What follows belongs to an exercise in optimizing a design on an open flow for small area; a production flow would make more cautious choices.
The RTL was checked by simulation tests, not by an equivalence proof against the original design.

==> inputs of umber <==
==> flow/design.v (excerpt) <==
module mfcc_dct(
    input         clk,
    input         rst,
    input  [15:0] in_data,
    input         in_valid,
    output        c0_valid,
    output [31:0] c0_data,
    output        c1_valid,
    output [31:0] c1_data,
    output        c2_valid,
    output [31:0] c2_data,
    output        c3_valid,
    output [31:0] c3_data,
    output        c4_valid,
    output [31:0] c4_data,
    output        c5_valid,
    output [31:0] c5_data,
    output        c6_valid,
    output [31:0] c6_data,
    output        c7_valid,
    output [31:0] c7_data,
    output        c8_valid,
    output [31:0] c8_data,
    output        c9_valid,
    output [31:0] c9_data,
    output        c10_valid,
    output [31:0] c10_data,
    output        c11_valid,
    output [31:0] c11_data,
    output        c12_valid,
    output [31:0] c12_data
    );
Settings: LEC_CHECK=0, ABC_AREA=1, CAP_MARGIN=20, CORE_MARGIN=2, CORE_UTILIZATION=65, CTS_BUF_LIST=sky130_fd_sc_hd__clkbuf_8, CTS_CLUSTER_SIZE=30, PLACE_DENSITY=0.75, SLEW_MARGIN=20; clock period 10.0 ns.
run.sh (not shown) runs the stock make flow with config.mk's settings and CLKGATE_MAP_FILE= SYNTH_SCRIPT=/design/flow/synth_recipe.tcl, a recipe that flattens the netlist after the stock synthesis.
==> fjord (differences from umber) <==
--- a/flow/design.v
+++ b/flow/design.v
@@ -42,13 +42,12 @@
             oh <= {oh[11:0], oh[12]};
         end
     end
     wire [12:0] oh1 = {oh[0], oh[12:1]};
     wire [12:0] oh2 = {oh1[0], oh1[12:1]};
     wire [12:0] oh3 = {oh2[0], oh2[12:1]};
-    wire [12:0] oh4 = {oh3[0], oh3[12:1]};
     reg [3:0] n;             
     reg [5:0] fcnt;          
     reg [15:0] st0, st1, st2, st3, st4, st5, st6;    
     reg [15:0] x9;
     wire push = in_valid & (n <= 4'd6);
     wire pop  = in_valid & (n >= 4'd8);
@@ -366,29 +365,26 @@
     reg [30:0] rD2 [0:12];
     wire [30:0] macA = {g_m975, g_m974, g_m973, g_m972, g_m971, g_m970, g_m969, g_m968, g_m967, g_m966, g_m965, g_m964, g_m963, g_m962, g_m961, g_s899, g_s897, g_s895, g_s893, g_s891, g_s889, g_s887, g_s885, g_s883, g_s881, g_s879, g_s877, g_s875, g_s873, g_s871, g_s869};
     wire c2x = oh2[0] ? 1'b0 : rC2[2][29];
     wire [30:0] dval = {g_m1082, g_m1081, g_m1080, g_m1079, g_m1078, g_m1077, g_m1076, g_m1075, g_m1074, g_m1073, g_m1072, g_m1071, g_m1070, g_m1069, g_m1068, g_s1006, g_s1004, g_s1002, g_s1000, g_s998, g_s996, g_s994, g_s992, g_s990, g_s988, g_s986, g_s984, g_s982, g_s980, g_s978, g_s976};
     wire [31:0] ddval = {g_m1194, g_m1193, g_m1192, g_m1191, g_m1190, g_m1189, g_m1188, g_m1187, g_m1186, g_m1185, g_m1184, g_m1183, g_m1182, g_m1181, g_m1180, g_m1179, g_s1113, g_s1111, g_s1109, g_s1107, g_s1105, g_s1103, g_s1101, g_s1099, g_s1097, g_s1095, g_s1093, g_s1091, g_s1089, g_s1087, g_s1085, g_s1083};
     wire act0 = (ocnt != 4'd0) && (ocnt != 4'd14);
-    reg act1, act2, act3;
+    reg act1, act2;
     reg [3:0] flc;
     wire flush = (flc != 4'd0);
     always @(posedge clk) begin
         if (rst) begin
             act1 <= 1'b0;
             act2 <= 1'b0;
-            act3 <= 1'b0;
             flc <= 4'd13;
         end else begin
             act1 <= act0;
             act2 <= act1;
-            act3 <= act2;
             if (flc != 4'd0) flc <= flc - 4'd1;
         end
     end
-    reg rA4h;    
     integer p;
     always @(posedge clk) begin
         for (p = 0; p < 12; p = p + 1) begin
             rA[p+1] <= rA[p];
             rC1[p+1] <= rC1[p];
             rC2[p+1] <= rC2[p];
@@ -404,38 +400,37 @@
         if (act1) begin
             rA[3] <= dval;
             rC1[3] <= rA[2][29:0];
             rC2[3] <= rC1[2];
         end
         if (act2) begin
-            rA[4] <= ddval[30:0];
             rD1[4] <= rA[3];
             rD2[4] <= rD1[3];
         end
-        rA4h <= ddval[31];
-        if (act3 | flush | rst) rA[5] <= 31'd0;
+        if (act2 | flush | rst) rA[4] <= 31'd0;
     end
-    wire [31:0] srcC = {rA[2][30], rA[2]};
-    wire [31:0] srcD = {rA[3][30], rA[3]};
-    wire [31:0] srcDD = {rA4h, rA[4]};
+    wire [31:0] srcC = {rA[1][30], rA[1]};
+    wire [31:0] srcD = {dval[30], dval};
+    wire [31:0] srcDD = ddval;
     wire den = ~(fcnt == 6'd1 || fcnt == 6'd2);
     wire dden = den & ~(fcnt == 6'd3 || fcnt == 6'd4);
+    reg [31:0] bus0, bus1, bus2, bus3;
     reg [12:0] vld;
-    wire bs0_c = oh2[0] | oh2[3] | oh2[6] | oh2[9];
-    wire bs0_d = oh3[0] | oh3[3] | oh3[6] | oh3[9];
-    wire [31:0] bus0 = bs0_c ? srcC : bs0_d ? srcD : srcDD;
-    wire bs1_c = oh2[1] | oh2[4] | oh2[7] | oh2[10];
-    wire bs1_d = oh3[1] | oh3[4] | oh3[7] | oh3[10];
-    wire [31:0] bus1 = bs1_c ? srcC : bs1_d ? srcD : srcDD;
-    wire bs2_c = oh2[2] | oh2[5] | oh2[8] | oh2[11];
-    wire bs2_d = oh3[2] | oh3[5] | oh3[8] | oh3[11];
-    wire [31:0] bus2 = bs2_c ? srcC : bs2_d ? srcD : srcDD;
-    wire bs3_c = oh2[12];
-    wire bs3_d = oh3[12];
-    wire [31:0] bus3 = bs3_c ? srcC : bs3_d ? srcD : srcDD;
+    wire bs0_c = oh1[0] | oh1[3] | oh1[6] | oh1[9];
+    wire bs0_d = oh2[0] | oh2[3] | oh2[6] | oh2[9];
+    wire bs1_c = oh1[1] | oh1[4] | oh1[7] | oh1[10];
+    wire bs1_d = oh2[1] | oh2[4] | oh2[7] | oh2[10];
+    wire bs2_c = oh1[2] | oh1[5] | oh1[8] | oh1[11];
+    wire bs2_d = oh2[2] | oh2[5] | oh2[8] | oh2[11];
+    wire bs3_c = oh1[12];
+    wire bs3_d = oh2[12];
     always @(posedge clk) begin
+        bus0 <= bs0_c ? srcC : bs0_d ? srcD : srcDD;
+        bus1 <= bs1_c ? srcC : bs1_d ? srcD : srcDD;
+        bus2 <= bs2_c ? srcC : bs2_d ? srcD : srcDD;
+        bus3 <= bs3_c ? srcC : bs3_d ? srcD : srcDD;
         if (rst) vld <= 13'd0;
         else vld <= ({13{act0}} & oh1) | ({13{act1 & den}} & oh2) | ({13{act2 & dden}} & oh3);
     end
     assign c0_valid = vld[0];
     assign c0_data = bus0;
     assign c1_valid = vld[1];
Settings changed: CORE_UTILIZATION 65 to 40, CTS_BUF_LIST sky130_fd_sc_hd__clkbuf_8 to unset, CTS_CLUSTER_SIZE 30 to unset, PLACE_DENSITY 0.75 to 0.6.
==> results.py <==
metrics = {
    "detailed_routing": {
        "wl_met2_um": 90520,
        "dr_wl_met3_um": 15620,
    },
    "power_and_ir_drop": {
        "seq_power_mw": 10.3,
    },
    "cts": {
        "clockBufferDepth": 4,
    },
    "global_route": {
        "met1_usage_pct": 42.44,
    },
    "run_status": {
        "status": "complete, no violations",
    },
    "final_layout": {
        "instances_no_fill": 9455,
    },
    "min_path": {
        "min_to": "rC2[9][27]",
    },
}
-- figures above: umber

==> results.py <==
metrics = {
    "run_status": {
        "status": "complete, no violations",
    },
    "worst_setup_path": {
        "cp_num_cells": 50,
    },
    "logic_synthesis": {
        "synth_edf_count": 321,
    },
    "cts": {
        "clockBufferDepth": 3,
    },
    "final_layout": {
        "instances_no_fill": 10420,
    },
    "detailed_routing": {
        "dr_wl_met3_um": 8515,
    },
    "power_and_ir_drop": {
        "seq_power_mw": 14.3,
    },
}
-- figures above: fjord

port drivers added, routing unchanged:
The results above use ideal ports. As a check the final layouts listed here were re-extracted and re-timed, cells and wires unchanged. Step 1, drivers: a clkbuf_16 drives clk and a buf_2 each remaining input, both assumed. Step 2 moves the port delays by t, midway between the first and last clock arrival at a register: inputs arrive t later, outputs are due t later. That takes back most of the time a late clock gives input paths. Slacks: ideal ports / drivers / drivers and shift; pairs: ideal ports / drivers.
run	t (ns)	setup WS [ns]	hold slack, ns	worst setup path at the end	clock arrival spread, ns
umber	1.035	0.369 / 0.369 / 0.005	0.263 / 0.263 / 0.263	input to register	0.126 / 0.126
fjord	0.925	0.275 / 0.275 / 0.275	0.289 / 0.289 / 0.289	register to register	0.075 / 0.075
After both steps every run listed still meets setup and hold. The setup slack of umber, which loses most, moves by 0.000 ns with the drivers and by -0.364 ns with both steps.
